Background: an optimization exercise with open tools, aiming at small area and a short achievable clock period. Do not read the settings as production practice. At most, simulation tests tie the RTL to the original design; equivalence was not proved. Power figures rest on the tool's default switching activity, not on a simulated workload.

the previous run:
## guitar_hero
module guitar_hero(clk, rst, btnRst, sw, hsync, vsync, buzzer, r, g, b, o_segval, o_whichseg);
    input clk, rst, btnRst;
    input [4:0] sw;
    output hsync, vsync;
    output reg [2:0] r, g;
    output reg [1:0] b;
    output [3:0] o_whichseg;
    output [6:0] o_segval;
    output reg buzzer;
    function [9:0] inc10;    
        input [9:0] a;
        input c;
        integer i;
        reg k;
        begin
            k = c;
            for (i = 0; i < 10; i = i + 1) begin
                inc10[i] = a[i] ^ k;
                k = k & a[i];
            end
        end
    endfunction
    function le10;           
        input [9:0] a, b;
        integer i;
        reg k;
        begin
            k = 1'b1;
            for (i = 0; i < 10; i = i + 1)
                k = (~a[i] & b[i]) | ((~a[i] | b[i]) & k);
            le10 = k;
        end
    endfunction
    function [9:0] add10;    
        input [9:0] a, b;
        integer i;
        reg k;
        begin
            k = 1'b0;
            for (i = 0; i < 10; i = i + 1) begin
                add10[i] = a[i] ^ b[i] ^ k;
                k = (a[i] & b[i]) | (k & (a[i] | b[i]));
            end
        end
    endfunction
    wire reset;
    wire a3, b3, c4, d4, e4;
    wire [2:0] q;
    wire [6:0] rr;
    wire [9:0] y;
    reg [3:0] rstHist;
    assign reset = ~rstHist[3] & ~rstHist[2] & rstHist[1] & rstHist[0];
    reg [6:0] c100;
    reg [4:0] c25;
    reg vga_out, game_out, disp_out;
    wire vga_tc  = c100[0];
    wire game_tc = c100[6] & c100[5] & c100[1] & c100[0];    
    wire disp_tc = game_tc & c25[4] & c25[3];               
    wire VGAclk    = ~vga_out & vga_tc;
    wire gameclk   = ~game_out & game_tc;
    wire switchClk = ~disp_out & disp_tc;
    always @(posedge clk) begin
        if (rst) begin
            c100 <= 0;
            c25 <= 0;
        end
        else begin
  ...
export LEC_CHECK = 0
export ABC_CLOCK_PERIOD_IN_PS = 50000
export CAP_MARGIN = 20
export CORE_MARGIN = 2
export CORE_UTILIZATION = 40
export CTS_BUF_LIST = sky130_fd_sc_hd__clkbuf_16
export CTS_CLUSTER_DIAMETER = 80
export CTS_CLUSTER_SIZE = 30
export SLEW_MARGIN = 20
create_clock -name core_clock -period 90.0 [get_ports {clk}]
standard.sh (not shown) runs the stock make flow with config.mk's settings and CLKGATE_MAP_FILE= SYNTH_SCRIPT=/design/flow/synth_recipe.tcl, a recipe that flattens the netlist after the stock synthesis.
==> flow/flow/run.sh <==
#!/bin/bash
# Own layout flow: the standard ORFS flow, with three changes.
#  - Synthesis maps the logic with an area-oriented ABC script
#    (flow/abc_area.script) and without the full/half-adder extraction.
#    Registers are mapped before ABC runs, so they are the standard
#    synthesis's (same names, count and cells).
#  - The ports get buf_4 buffers instead of the flow's default choice.
#  - Timing repair aims at a setup slack of 60 ns: only the path from sw to
#    buzzer (input and output delays 18 ns each) is below that, so only its
#    cells are resized.
# Each tool's output goes to a log file of its own in this folder.
set -euo pipefail
HERE=$(pwd)
mkdir -p scripts_shadow
for f in "$FLOW_HOME"/scripts/*; do
    ln -sf "$f" scripts_shadow/
done
rm -f scripts_shadow/abc_speed.script
cp flow/abc_area.script scripts_shadow/abc_speed.script

bash standard.sh SCRIPTS_DIR="$HERE/scripts_shadow" ADDER_MAP_FILE= SETUP_SLACK_MARGIN=60 \
    BUFFER_PORTS_ARGS="-buffer_cell sky130_fd_sc_hd__buf_4" synth > synth.log 2>&1
bash standard.sh SCRIPTS_DIR="$HERE/scripts_shadow" ADDER_MAP_FILE= SETUP_SLACK_MARGIN=60 \
    BUFFER_PORTS_ARGS="-buffer_cell sky130_fd_sc_hd__buf_4" finish > layout.log 2>&1
==> flow/flow/abc_area.script <==
strash
dch -f
amap
strash
dch -f
amap
strash
dch -f
amap
topo
The previous run did not stop at any stage, and its layout met the timing, design-rule and antenna checks.
What the current run does differently from the previous run at the input level:
# the previous run
export LEC_CHECK = 0
export ABC_CLOCK_PERIOD_IN_PS = 50000
export CAP_MARGIN = 20
export CORE_MARGIN = 2
export CORE_UTILIZATION = 40
export CTS_BUF_LIST = sky130_fd_sc_hd__clkbuf_16
export CTS_CLUSTER_DIAMETER = 80
export CTS_CLUSTER_SIZE = 30
export SLEW_MARGIN = 20
create_clock -name core_clock -period 90.0 [get_ports {clk}]
# the current run
export LEC_CHECK = 0
export ABC_CLOCK_PERIOD_IN_PS = 50000
export CAP_MARGIN = 20
export CORE_MARGIN = 2
export CORE_UTILIZATION = 40
export CTS_BUF_LIST = sky130_fd_sc_hd__clkbuf_8
export CTS_CLUSTER_DIAMETER = 50
export CTS_CLUSTER_SIZE = 18
export SLEW_MARGIN = 20
create_clock -name core_clock -period 90.0 [get_ports {clk}]
Findings:
- Going from the previous run to the current run, met2 global-route usage now sits lower, wire length now sits at about the same level.
- On via count, the current run does worse than the previous run.
- In the current run the total of cells resized after clock tree synthesis turned out 1 higher than in the previous run.
- Number of pins with negative max-slew slack in the final report: the previous run vs the current run identical
Function was not checked in any run of this note: the RTL went through the layout flow alone.

---

## v49
Another version of the RTL of guitar_hero (not shown whole).
For scale: ~1400 cells after synthesis, about 300 flip-flops, ~30 I/O pins, ~11000 µm² of cells after synthesis.
clock: 90.0 ns
lec_check: 0
abc_clock_period_in_ps: 50000
cap_margin: 20
core_margin: 2
core_utilization: 40
cts_buf_list: sky130_fd_sc_hd__clkbuf_16
cts_cluster_diameter: 80
cts_cluster_size: 30
slew_margin: 20
Scripts as last shown in full above: flow/flow/run.sh, flow/flow/abc_area.script
[inputs] v24 vs v49
- CORE_UTILIZATION changed from 40 to 60
--- a/flow/flow/run.sh
+++ b/flow/flow/run.sh
@@ -5,5 +5,5 @@
 #    Registers are mapped before ABC runs, so they are the standard
 #    synthesis's (same names, count and cells).
-#  - The ports get buf_4 buffers instead of the flow's default choice.
+#  - The ports get buf_1 buffers instead of the flow's default choice.
 #  - Timing repair aims at a setup slack of 60 ns: only the path from sw to
 #    buzzer (input and output delays 18 ns each) is below that, so only its
@@ -20,5 +20,5 @@
 
 bash standard.sh SCRIPTS_DIR="$HERE/scripts_shadow" ADDER_MAP_FILE= SETUP_SLACK_MARGIN=60 \
-    BUFFER_PORTS_ARGS="-buffer_cell sky130_fd_sc_hd__buf_4" synth > synth.log 2>&1
+    BUFFER_PORTS_ARGS="-buffer_cell sky130_fd_sc_hd__buf_1" synth > synth.log 2>&1
 bash standard.sh SCRIPTS_DIR="$HERE/scripts_shadow" ADDER_MAP_FILE= SETUP_SLACK_MARGIN=60 \
-    BUFFER_PORTS_ARGS="-buffer_cell sky130_fd_sc_hd__buf_4" finish > layout.log 2>&1
+    BUFFER_PORTS_ARGS="-buffer_cell sky130_fd_sc_hd__buf_1" finish > layout.log 2>&1
v24 -> v49: number of sequential storage elements flat
v24: fraction of power consumed by the clock network is 2.1 points lower than what v49 reported.
Internal power: v24 < v49
Looking at v24 and v49, the net count of the finished layout is a wash.
met2 layer wire length in the routed design went up by a few percent going from v49 to v24.
Taking v49 as the reference point, the non-clock buffer count of v24 rises by about 5%.
Against v49 as the reference, v24 delivers a lower met1 routed wirelength after detailed routing.
## Diff of input files: v23 against v24
- CORE_UTILIZATION: 60 -> 40
==> flow/flow/run.sh <==
#!/bin/bash
# Own layout flow: the standard ORFS flow, with these changes.
#  - Synthesis maps the logic with an area-oriented ABC script
#    (flow/abc_area.script) and without the full/half-adder extraction.
#    Registers are mapped before ABC runs, so they are the standard
#    synthesis's (same names, count and cells).
#  - The ports get buf_1 buffers instead of the flow's default choice.
#  - Clock tree synthesis uses no dummy loads (CTS_ARGS repeats the
#    flow's own arguments from config.mk's CTS settings otherwise).
#  - Timing repair aims at a setup slack of 60 ns: only the path from sw to
#    buzzer (input and output delays 18 ns each) is below that, so only its
#    cells are resized.
# Each tool's output goes to a log file of its own in this folder.
set -euo pipefail
HERE=$(pwd)
CTS="-sink_clustering_enable -repair_clock_nets -sink_clustering_size 30 -sink_clustering_max_diameter 80"
CTS="$CTS -buf_list sky130_fd_sc_hd__clkbuf_16 -dont_use_dummy_load"
mkdir -p scripts_shadow
for f in "$FLOW_HOME"/scripts/*; do
    ln -sf "$f" scripts_shadow/
done
rm -f scripts_shadow/abc_speed.script
cp flow/abc_area.script scripts_shadow/abc_speed.script

bash standard.sh SCRIPTS_DIR="$HERE/scripts_shadow" ADDER_MAP_FILE= SETUP_SLACK_MARGIN=60 CTS_ARGS="$CTS" \
    BUFFER_PORTS_ARGS="-buffer_cell sky130_fd_sc_hd__buf_1" synth > synth.log 2>&1
bash standard.sh SCRIPTS_DIR="$HERE/scripts_shadow" ADDER_MAP_FILE= SETUP_SLACK_MARGIN=60 CTS_ARGS="$CTS" \
    BUFFER_PORTS_ARGS="-buffer_cell sky130_fd_sc_hd__buf_1" finish > layout.log 2>&1
Findings:
Comparing v24 against v23, there is no change at all in number of clock buffers in the layout. Compare v24 and v23 | vertical extent of the die higher: v23. When v23 is measured against v24, its clock power turns out 7.8% lower. Of the two candidates, v24 has the better hold slack and v23 the worse one. v24 and v23 ended up with nearly the same final critical-path share of the clock period. Number of tap cells inserted in v23 is 144 higher than in v24. In v23, the largest voltage drop on the vdd net came out 0.0075 mV below the value in v24. Register fraction of the total cell area was lower in v23 than in v24. v23: sum of met2 wire segment lengths after detailed routing lower than v24. v23 vs v24 — total half-perimeter wirelength after legalization and detailed placement climbed by a few percent. [v23] total detailed-routing wirelength rose 580 µm relative to v24.
Input changes introduced in v51 (baseline for comparison: v23):
- setting GPL_TIMING_DRIVEN to 0 for the first time
Notes after the runs:
- Going from v23 to v51, the reported clock group power was found to have gone up by about 3%.
- As far as cell count is concerned, v51 and v23 perform about the same.
- Looking at v23 and v51, the signed area change from the synthesized netlist to the final layout is a wash.
- Compared to v23, the routing of v51 uses less wire.
- Between v51 and v23, the core utilization does not differ in any meaningful way.
- Per the comparison of v51 with v23, number of non-clock buffers in the layout has decreased; final period demand of the worst path higher; smallest setup slack after layout -0.071 ns.

---

Setup of run A:
Another version of the RTL of guitar_hero (not shown whole).
For scale: about 1,400 cells after synthesis, roughly 300 flip-flops, ~30 I/O pins.
Settings: LEC_CHECK=0, ABC_CLOCK_PERIOD_IN_PS=50000, CAP_MARGIN=20, CORE_MARGIN=2, CORE_UTILIZATION=40, SLEW_MARGIN=20; clock period 90.0 ns.
==> flow/flow/run.sh <==
#!/bin/bash
# Own layout flow: the standard ORFS flow, with two changes.
#  - Synthesis maps the logic with an area-oriented ABC script
#    (flow/abc_area.script) and without the full/half-adder extraction.
#    Registers are mapped before ABC runs, so they are the standard
#    synthesis's (same names, count and cells).
#  - The ports get buf_4 buffers instead of the flow's default choice.
# Each tool's output goes to a log file of its own in this folder.
set -euo pipefail
HERE=$(pwd)
mkdir -p scripts_shadow
for f in "$FLOW_HOME"/scripts/*; do
    ln -sf "$f" scripts_shadow/
done
rm -f scripts_shadow/abc_speed.script
cp flow/abc_area.script scripts_shadow/abc_speed.script

bash standard.sh SCRIPTS_DIR="$HERE/scripts_shadow" ADDER_MAP_FILE= \
    BUFFER_PORTS_ARGS="-buffer_cell sky130_fd_sc_hd__buf_4" synth > synth.log 2>&1
bash standard.sh SCRIPTS_DIR="$HERE/scripts_shadow" ADDER_MAP_FILE= \
    BUFFER_PORTS_ARGS="-buffer_cell sky130_fd_sc_hd__buf_4" finish > layout.log 2>&1
==> flow/flow/abc_area.script <==
&get -n
&st
&syn2
&dch -f
&nf -a -R 1000
&st
&syn2
&dch -f
&nf -a -R 1000
&st
&dch -f
&nf -a -R 1000
&put
Input changes introduced in run B (baseline for comparison: run A):
--- a/flow/flow/run.sh
+++ b/flow/flow/run.sh
@@ -6,4 +6,7 @@
 #    synthesis's (same names, count and cells).
 #  - The ports get buf_4 buffers instead of the flow's default choice.
+#  - Timing repair aims at a setup slack of 60 ns: only the path from sw to
+#    buzzer (input and output delays 18 ns each) is below that, so only its
+#    cells are resized.
 # Each tool's output goes to a log file of its own in this folder.
 set -euo pipefail
@@ -16,6 +19,6 @@
 cp flow/abc_area.script scripts_shadow/abc_speed.script
 
-bash standard.sh SCRIPTS_DIR="$HERE/scripts_shadow" ADDER_MAP_FILE= \
+bash standard.sh SCRIPTS_DIR="$HERE/scripts_shadow" ADDER_MAP_FILE= SETUP_SLACK_MARGIN=60 \
     BUFFER_PORTS_ARGS="-buffer_cell sky130_fd_sc_hd__buf_4" synth > synth.log 2>&1
-bash standard.sh SCRIPTS_DIR="$HERE/scripts_shadow" ADDER_MAP_FILE= \
+bash standard.sh SCRIPTS_DIR="$HERE/scripts_shadow" ADDER_MAP_FILE= SETUP_SLACK_MARGIN=60 \
     BUFFER_PORTS_ARGS="-buffer_cell sky130_fd_sc_hd__buf_4" finish > layout.log 2>&1
- Going from run A to run B, number of vias in the routed layout rose by 78, cell total after placement barely changed, first-pass GRT wire length saw an increase.
- Run B against run A: switching power share of the total moved up; clock group share of total power higher.
- Of the two values seen for slowest stage cell on the critical path, a221oi_1 was produced by run A and a21oi_2 by run B.
The inputs of run C differ from those of run B as listed below.
- putting CTS_BUF_LIST at sky130_fd_sc_hd__clkbuf_4 sky130_fd_sc_hd__clkbuf_8 where nothing was set
--- a/flow/flow/run.sh
+++ b/flow/flow/run.sh
@@ -1,4 +1,4 @@
 #!/bin/bash
-# Own layout flow: the standard ORFS flow, with two changes.
+# Own layout flow: the standard ORFS flow, with three changes.
 #  - Synthesis maps the logic with an area-oriented ABC script
 #    (flow/abc_area.script) and without the full/half-adder extraction.
==> flow/flow/abc_area.script <==
strash
dch -f
amap
strash
dch -f
amap
strash
dch -f
amap
topo
Notes after the runs:
- Delta (run C minus run B): post-placement cell count increased by 65 relative to the old numbers, combinational group share of total power moved up, number of well-tap cells placed went down, proportion of synthesized area in mux cells moved down.
- Min biggest fanout along the worst timing path across run C and run B: run B
Edits applied to the flow inputs when going from run C to run D:
- CTS_BUF_LIST now sky130_fd_sc_hd__clkbuf_4, was sky130_fd_sc_hd__clkbuf_4 sky130_fd_sc_hd__clkbuf_8
- CTS_CLUSTER_SIZE now 20, previously not set
[summary]
Total design power (run D vs. run C) decreases by a few percent. Across run D and run C, the outcome is the same: a clean finish for every run. Combinational fraction of design power: run D and run C compared, higher one is run D. Reported for run D and run C, inverter count of the layout excluding clock inverters turned out identical to the last digit. Global-route usage: run D > run C. Of run D and run C, run D shows the higher routed length on met2, with run C below it. Run D vs. run C: synthesized cell count stayed essentially flat, met2 global-route usage fell by 0.26 points, fmax stayed essentially flat.

---

guitar_hero with an RTL version that a note above also has.
Size: roughly 300 flip-flops, roughly 30 I/O pins, roughly 11,000 um2 of cells after synthesis.
clock: 90.0 ns
lec_check: 0
abc_clock_period_in_ps: 50000
cap_margin: 20
core_margin: 2
core_utilization: 40
cts_buf_list: sky130_fd_sc_hd__clkbuf_16
cts_cluster_diameter: 80
cts_cluster_size: 30
slew_margin: 20
==> flow/flow/run.sh <==
#!/bin/bash
# Own layout flow: the standard ORFS flow, with three changes.
#  - Synthesis maps the logic with an area-oriented ABC script
#    (flow/abc_area.script) and without the full/half-adder extraction.
#    Registers are mapped before ABC runs, so they are the standard
#    synthesis's (same names, count and cells).
#  - The ports get buf_1 buffers instead of the flow's default choice.
#  - Timing repair aims at a setup slack of 60 ns: only the path from sw to
#    buzzer (input and output delays 18 ns each) is below that, so only its
#    cells are resized.
# Each tool's output goes to a log file of its own in this folder.
set -euo pipefail
HERE=$(pwd)
mkdir -p scripts_shadow
for f in "$FLOW_HOME"/scripts/*; do
    ln -sf "$f" scripts_shadow/
done
rm -f scripts_shadow/abc_speed.script
cp flow/abc_area.script scripts_shadow/abc_speed.script

bash standard.sh SCRIPTS_DIR="$HERE/scripts_shadow" ADDER_MAP_FILE= SETUP_SLACK_MARGIN=60 \
    BUFFER_PORTS_ARGS="-buffer_cell sky130_fd_sc_hd__buf_1" synth > synth.log 2>&1
bash standard.sh SCRIPTS_DIR="$HERE/scripts_shadow" ADDER_MAP_FILE= SETUP_SLACK_MARGIN=60 \
    BUFFER_PORTS_ARGS="-buffer_cell sky130_fd_sc_hd__buf_1" finish > layout.log 2>&1
==> flow/flow/abc_area.script <==
strash
dch -f
amap
strash
dch -f
amap
strash
dch -f
amap
topo
The baseline completed without violations.
==> next run, changes <==
- CAP_MARGIN: 20 -> 0
- SLEW_MARGIN: 20 -> 0
After rerunning: The changed run ran to the end with no violations; critical path depth is unchanged; final cell count stays the same; sequential share of layout area stays the same; worst setup slack stays the same; via count does not change; synthesized cell count is unchanged; non-clock buffer count is unchanged; combinational power barely changes; design area stays the same; global-route usage is unchanged.

[static timing again, ports no longer ideal]
The flow's constraints put no driver on any port. The routed layouts listed below were extracted and timed again, unchanged, in two steps.
Step 1, drivers: a clkbuf_16 drives clk and a buf_2 each remaining input, both assumed.
Step 2, shift: input delay + t, output delay - t, t = (earliest + latest rising clock arrival at the registers) / 2. This alone moves slack from input paths to output paths.
Three values: no drivers, after step 1, after step 2; two values: the first two.
| run | t, ns | setup slack, ns | worst hold slack (ns) |
|---|---|---|---|
| the previous run | 0.562 | 53.129 / 53.042 / 53.042 | 0.315 / 0.315 / 0.315 |
| the current run | 0.622 | 53.126 / 53.041 / 53.041 | 0.311 / 0.311 / 0.311 |
| v49 | 0.542 | 53.014 / 52.916 / 52.916 | 0.329 / 0.329 / 0.329 |
| v24 | 0.530 | 53.048 / 52.967 / 52.967 | 0.326 / 0.326 / 0.326 |
| v23 | 0.528 | 53.010 / 52.890 / 52.890 | 0.304 / 0.304 / 0.304 |
| v51 | 0.536 | 52.939 / 52.891 / 52.891 | 0.330 / 0.330 / 0.330 |
| run A | 0.621 | 52.933 / 52.878 / 52.878 | 0.322 / 0.322 / 0.322 |
| run B | 0.616 | 53.087 / 53.045 / 53.045 | 0.320 / 0.320 / 0.320 |
| run C | 0.617 | 53.196 / 53.174 / 53.174 | 0.320 / 0.320 / 0.320 |
| run D | 0.720 | 53.194 / 53.172 / 53.172 | 0.314 / 0.314 / 0.314 |
| the first run of note 4 | 0.549 | 53.013 / 52.892 / 52.892 | 0.334 / 0.334 / 0.334 |
| the second run of note 4 | 0.549 | 53.013 / 52.892 / 52.892 | 0.334 / 0.334 / 0.334 |
After both steps setup and hold are still met in every run listed.
